Context: an optimization exercise on an open-source flow, tuned for small area, a short achievable clock period and few clock cycles. The choices shown serve that exercise and are no tape-out recipe.
Power and IR drop assume default switching activity.

==> flow/design.v <==
module cla16 (
  input  [15:0] a,
  input  [15:0] b,
  input         ci,
  output [15:0] s,
  output        co);
  wire [15:0] g0 = a & b;
  wire [15:0] p0 = a ^ b;
  wire [15:0] g1, p1, g2, p2, g3, p3, g4, p4;
  genvar i;
  generate for (i = 0; i < 16; i = i + 1) begin : pfx
    if (i % 2 == 1) begin : l1
      assign g1[i] = g0[i] | (p0[i] & g0[i - 1]);
      assign p1[i] = p0[i] & p0[i - 1];
    end else begin : l1n
      assign g1[i] = g0[i]; assign p1[i] = p0[i];
    end
    if (i % 4 >= 2) begin : l2
      assign g2[i] = g1[i] | (p1[i] & g1[(i / 4) * 4 + 1]);
      assign p2[i] = p1[i] & p1[(i / 4) * 4 + 1];
    end else begin : l2n
      assign g2[i] = g1[i]; assign p2[i] = p1[i];
    end
    if (i % 8 >= 4) begin : l3
      assign g3[i] = g2[i] | (p2[i] & g2[(i / 8) * 8 + 3]);
      assign p3[i] = p2[i] & p2[(i / 8) * 8 + 3];
    end else begin : l3n
      assign g3[i] = g2[i]; assign p3[i] = p2[i];
    end
    if (i >= 8) begin : l4
      assign g4[i] = g3[i] | (p3[i] & g3[7]);
      assign p4[i] = p3[i] & p3[7];
    end else begin : l4n
      assign g4[i] = g3[i]; assign p4[i] = p3[i];
    end
  end endgenerate
  wire [16:0] c = {g4 | (p4 & {16{ci}}), ci};
  assign s  = p0 ^ c[15:0];
  assign co = c[16];
endmodule
module proc (
  input         clk,
  input         rst,
  output [15:0] imem_addr,
  input  [15:0] imem_rdata,
  input         imem_ready,
  output [15:0] dmem_addr,
  output [15:0] dmem_wdata,
  output        dmem_rd,
  output        dmem_wr,
  input  [15:0] dmem_rdata,
  input         dmem_ready,
  output        halt);
  localparam [15:0] NOP = 16'h0800;
  reg [4:0] op;            
  reg [1:0] fn;            
  reg [2:0] wsel;          
  reg [15:0] yi;           
  reg [15:0] pc2;
  reg f_rfmt, f_inv, f_redir, f_ld, f_st;
  reg [15:0] r0, r1, r2, r3, r4, r5, r6, r7;
  wire op_halt  = (op == 5'b00000);
  wire op_j     = (op == 5'b00100);
  wire op_jr    = (op == 5'b00101);
  wire op_jal   = (op == 5'b00110);
  wire op_jalr  = (op == 5'b00111);
  wire op_addi  = (op == 5'b01000);
  wire op_subi  = (op == 5'b01001);
  wire op_xori  = (op == 5'b01010);
  wire op_andni = (op == 5'b01011);
  wire op_br    = (op[4:2] == 3'b011);
  wire op_st    = (op == 5'b10000);
  wire op_ld    = (op == 5'b10001);
  wire op_slbi  = (op == 5'b10010);
  wire op_stu   = (op == 5'b10011);
  wire op_shi   = (op[4:2] == 3'b101);
  wire op_lbi   = (op == 5'b11000);
  wire op_btr   = (op == 5'b11001);
  wire op_shr   = (op == 5'b11010);
  wire op_ar    = (op == 5'b11011);
  wire op_set   = (op[4:2] == 3'b111);
  wire op_mem   = f_ld | f_st;
  wire rfmt     = f_rfmt;                          
  wire inv      = f_inv;                           
  function [15:0] rsel;
    input [2:0] s;
    input [15:0] a0, a1, a2, a3, a4, a5, a6, a7;
    case (s)
      3'd0: rsel = a0; 3'd1: rsel = a1; 3'd2: rsel = a2; 3'd3: rsel = a3;
      3'd4: rsel = a4; 3'd5: rsel = a5; 3'd6: rsel = a6; default: rsel = a7;
    endcase
  endfunction
  reg  [15:0] rs, rt;
  wire [15:0] rfa = rsel(imem_rdata[10:8], r0, r1, r2, r3, r4, r5, r6, r7);
  wire [15:0] rfb = rsel(imem_rdata[7:5],  r0, r1, r2, r3, r4, r5, r6, r7);
  wire [15:0] y = rfmt ? rt : yi;
  wire [15:0] x = rs;
  wire [16:0] sum;
  cla16 add (.a(x), .b(y), .ci(inv), .s(sum[15:0]), .co(sum[16]));
  wire [3:0] cnt  = y[3:0];
  wire [1:0] sk   = op_shr ? fn : op[1:0];         
  wire [3:0] lamt = sk[1] ? (4'd0 - cnt) : cnt;
  wire [31:0] dbl = {rs, rs} << lamt;
  wire [15:0] rot = dbl[31:16];
  wire [15:0] mask_l = 16'hffff << cnt;
  wire [15:0] mask_r = 16'hffff >> cnt;
  wire [15:0] smask = ~sk[0] ? 16'hffff : sk[1] ? mask_r : mask_l;
  wire [15:0] shres = rot & smask;
  wire [15:0] xr = rs ^ y;
  wire eq  = ~|xr;                                
  wire ne  = ~&xr;                                 
  wire ovf = ~(rt[15] ^ rs[15]) & (sum[15] ^ rt[15]);
  wire ge  = ~(sum[15] ^ ovf);                     
  reg setbit;
  always @* begin
    case (op[1:0])
      2'b00: setbit = eq;
      2'b01: setbit = ge & ne;                     
      2'b10: setbit = ge;                          
      default: setbit = sum[16];                   
    endcase
  end
  wire [15:0] btr;
  genvar g;
  generate for (g = 0; g < 16; g = g + 1) begin : rev
    assign btr[g] = rs[15 - g];
  end endgenerate
  wire arith = op_addi | op_subi | (op_ar & ~fn[1]) | op_stu;
  wire lxor  = op_xori | (op_ar & fn == 2'b10);
  wire landn = op_andni | (op_ar & fn == 2'b11);
  wire shf   = op_shi | op_shr;
  wire link  = op_jal | op_jalr;
  wire [15:0] res =
      ({16{arith}}  & sum[15:0])
    | ({16{lxor}}   & xr)
    | ({16{landn}}  & (rs & ~y))
    | ({16{shf}}    & shres)
    | ({16{op_set}} & {15'b0, setbit})
    | ({16{op_btr}} & btr)
    | ({16{op_lbi}} & yi)
    | ({16{op_slbi}} & {rs[7:0], yi[7:0]})
    | ({16{link}}   & pc2)
    | ({16{op_ld}}  & dmem_rdata);
  wire misal = op_mem & sum[0];
  assign dmem_addr  = {sum[15:1], 1'b0};
  assign dmem_wdata = rt;
  assign dmem_rd    = f_ld & ~sum[0];
  assign dmem_wr    = f_st & ~sum[0];
  wire stop = op_halt | misal;
  wire hold = stop | ((dmem_rd | dmem_wr) & ~dmem_ready);
  assign halt = stop;
  wire wr = arith | lxor | landn | shf | op_set | op_btr | op_lbi | op_slbi | link | op_ld;
  wire we = wr & ~hold;
  always @(posedge clk) begin
    if (we && wsel == 3'd0) r0 <= res;
    if (we && wsel == 3'd1) r1 <= res;
    if (we && wsel == 3'd2) r2 <= res;
    if (we && wsel == 3'd3) r3 <= res;
    if (we && wsel == 3'd4) r4 <= res;
    if (we && wsel == 3'd5) r5 <= res;
    if (we && wsel == 3'd6) r6 <= res;
    if (we && wsel == 3'd7) r7 <= res;
  end
  wire [15:0] nxt = f_redir ? sum[15:0] : pc2;
  wire [15:0] nxt2 = nxt + 16'd2;
  assign imem_addr = {nxt[15:1], 1'b0};
  wire [15:0] fi = imem_rdata;
  wire [4:0] fo = fi[15:11];
  wire [4:0] fop = imem_ready ? fo : NOP[15:11];
  wire f_pc  = (fo[4:2] == 3'b011) | (fo == 5'b00100) | (fo == 5'b00110);    
  wire f_sub = (fo == 5'b01001) | (fo == 5'b11011 && fi[1:0] == 2'b01)        
             | (fo == 5'b11101) | (fo == 5'b11110);                          
  wire [15:0] rsb = (wr && wsel == imem_rdata[10:8]) ? res : rfa;
  wire f_cond = fo[1] ? (rsb[15] ^ fo[0]) : ((rsb == 16'b0) ^ fo[0]);
  wire f_j    = (fo == 5'b00100) | (fo == 5'b00110);                          
  wire f_imm8 = (fo[4:2] == 3'b011) | (fo == 5'b00101) | (fo == 5'b00111)     
              | (fo == 5'b11000) | (fo == 5'b10010);                          
  wire f_zx5  = (fo == 5'b01010) | (fo == 5'b01011);                          
  wire [15:0] f_imm = f_j    ? {{5{fi[10]}}, fi[10:0]}
                    : f_imm8 ? {{8{fi[7]}}, fi[7:0]}
                    : {{11{fi[4] & ~f_zx5}}, fi[4:0]};
  wire [2:0] f_wsel = (fo == 5'b00110 || fo == 5'b00111) ? 3'd7               
                    : (fo == 5'b11000 || fo == 5'b10010 || fo == 5'b10011) ? fi[10:8]   
                    : (fo[4:3] == 2'b11) ? fi[4:2]                              
                    : fi[7:5];
  always @(posedge clk) begin
    if (!hold) begin
      rs <= f_pc ? nxt2 : (rsb ^ {16{f_sub}});
      rt <= (wr && wsel == imem_rdata[7:5])  ? res : rfb;
      fn   <= fi[1:0];
      wsel <= f_wsel;
      yi   <= f_imm;
      f_rfmt  <= (fo == 5'b11011) | (fo == 5'b11010) | (fo[4:2] == 3'b111);
      f_inv   <= f_sub;
    end
    if (rst) begin
      op  <= NOP[15:11];
      pc2 <= 16'h0000;
      {f_redir, f_ld, f_st} <= 3'b0;
    end else if (!hold) begin
      op  <= fop;
      pc2 <= imem_ready ? nxt2 : nxt;
      f_redir <= (fop[4:2] == 3'b001) | ((fop[4:2] == 3'b011) & f_cond);
      f_ld    <= (fop == 5'b10001);
      f_st    <= (fop == 5'b10000) | (fop == 5'b10011);
    end
  end
endmodule
Settings: LEC_CHECK=0, ABC_AREA=1, CAP_MARGIN=20, CORE_MARGIN=2, CORE_UTILIZATION=60, SETUP_SLACK_MARGIN=5, SLEW_MARGIN=20, TNS_END_PERCENT=0; clock period 10.0 ns.
standard.sh (not shown) runs the stock make flow with config.mk's settings and CLKGATE_MAP_FILE= SYNTH_SCRIPT=/design/flow/synth_recipe.tcl, a recipe that flattens the netlist after the stock synthesis.
==> flow/flow/run.sh <==
#!/bin/bash
# The standard layout, with two changes: ports are buffered with buf_1 cells
# (instead of the clkdlybuf4s50_1 that buffer_ports picks by default), and
# the resizer may change a cell's footprint when it sizes cells up or down.
set -euo pipefail
bash standard.sh MATCH_CELL_FOOTPRINT=0 SETUP_SLACK_MARGIN=5.5 "BUFFER_PORTS_ARGS=-buffer_cell sky130_fd_sc_hd__buf_1" finish > flow_make.log 2>&1
==> next run, changes <==
==> flow/flow/run.sh (replaced) <==
#!/bin/bash
# The standard layout, with two changes: ports are buffered with buf_1 cells
# (instead of the clkdlybuf4s50_1 that buffer_ports picks by default), and
# the resizer may change a cell's footprint when it sizes cells up or down.
set -euo pipefail
bash standard.sh MATCH_CELL_FOOTPRINT=0 "BUFFER_PORTS_ARGS=-buffer_cell sky130_fd_sc_hd__buf_1" finish > flow_make.log 2>&1
Result:
- final area decreases by 1.6%
- core utilization shrinks by 1.1 points
- synthesized area does not change
- sequential power is about the same
==> next run, changes <==
Settings changed: SETUP_SLACK_MARGIN 5 to 4.5.
=> The new run finished with timing, DRC and antenna clean. Utilization came out lower by 2.6 points. Total power falls by 4.2%. Routed wire length falls by 1.1%. Worst setup slack is worse by 420 ps. First-iteration DRC count falls by 1.4%. Die area is unchanged. Count of clock-buffer cells in the layout is unchanged. Design area shrinks by 3.9%. Sequential share of layout area goes up by 1.5 points.
No run of this note included a check of the RTL's function; only the layout flow was run.

[static timing again, ports no longer ideal]
How much do the figures lean on ideal ports? The routed layouts below were timed once more, with nothing changed but the port constraints. Step 1, drivers: a clkbuf_16 drives clk and a buf_2 each remaining input, both assumed. Step 2 moves the port delays by t, midway between the first and last clock arrival at a register: inputs arrive t later, outputs are due t later. That takes back most of the time a late clock gives input paths. a / b / c = ideal / step 1 / step 2; a / b = the first two.
run | shift t [ns] | setup WS [ns] | worst slew at a driven data input, ns
the first run | 0.491 | 4.884 / 4.835 / 4.975 | 0.05
the second run | 0.497 | 4.982 / 4.930 / 4.825 | 0.04
the third run | 0.495 | 4.561 / 4.510 / 4.919 | 0.04
After both steps every run listed still meets setup and hold. For the second run, which loses most, drivers alone change the setup slack by -0.052 ns; drivers and shift together by -0.157 ns.
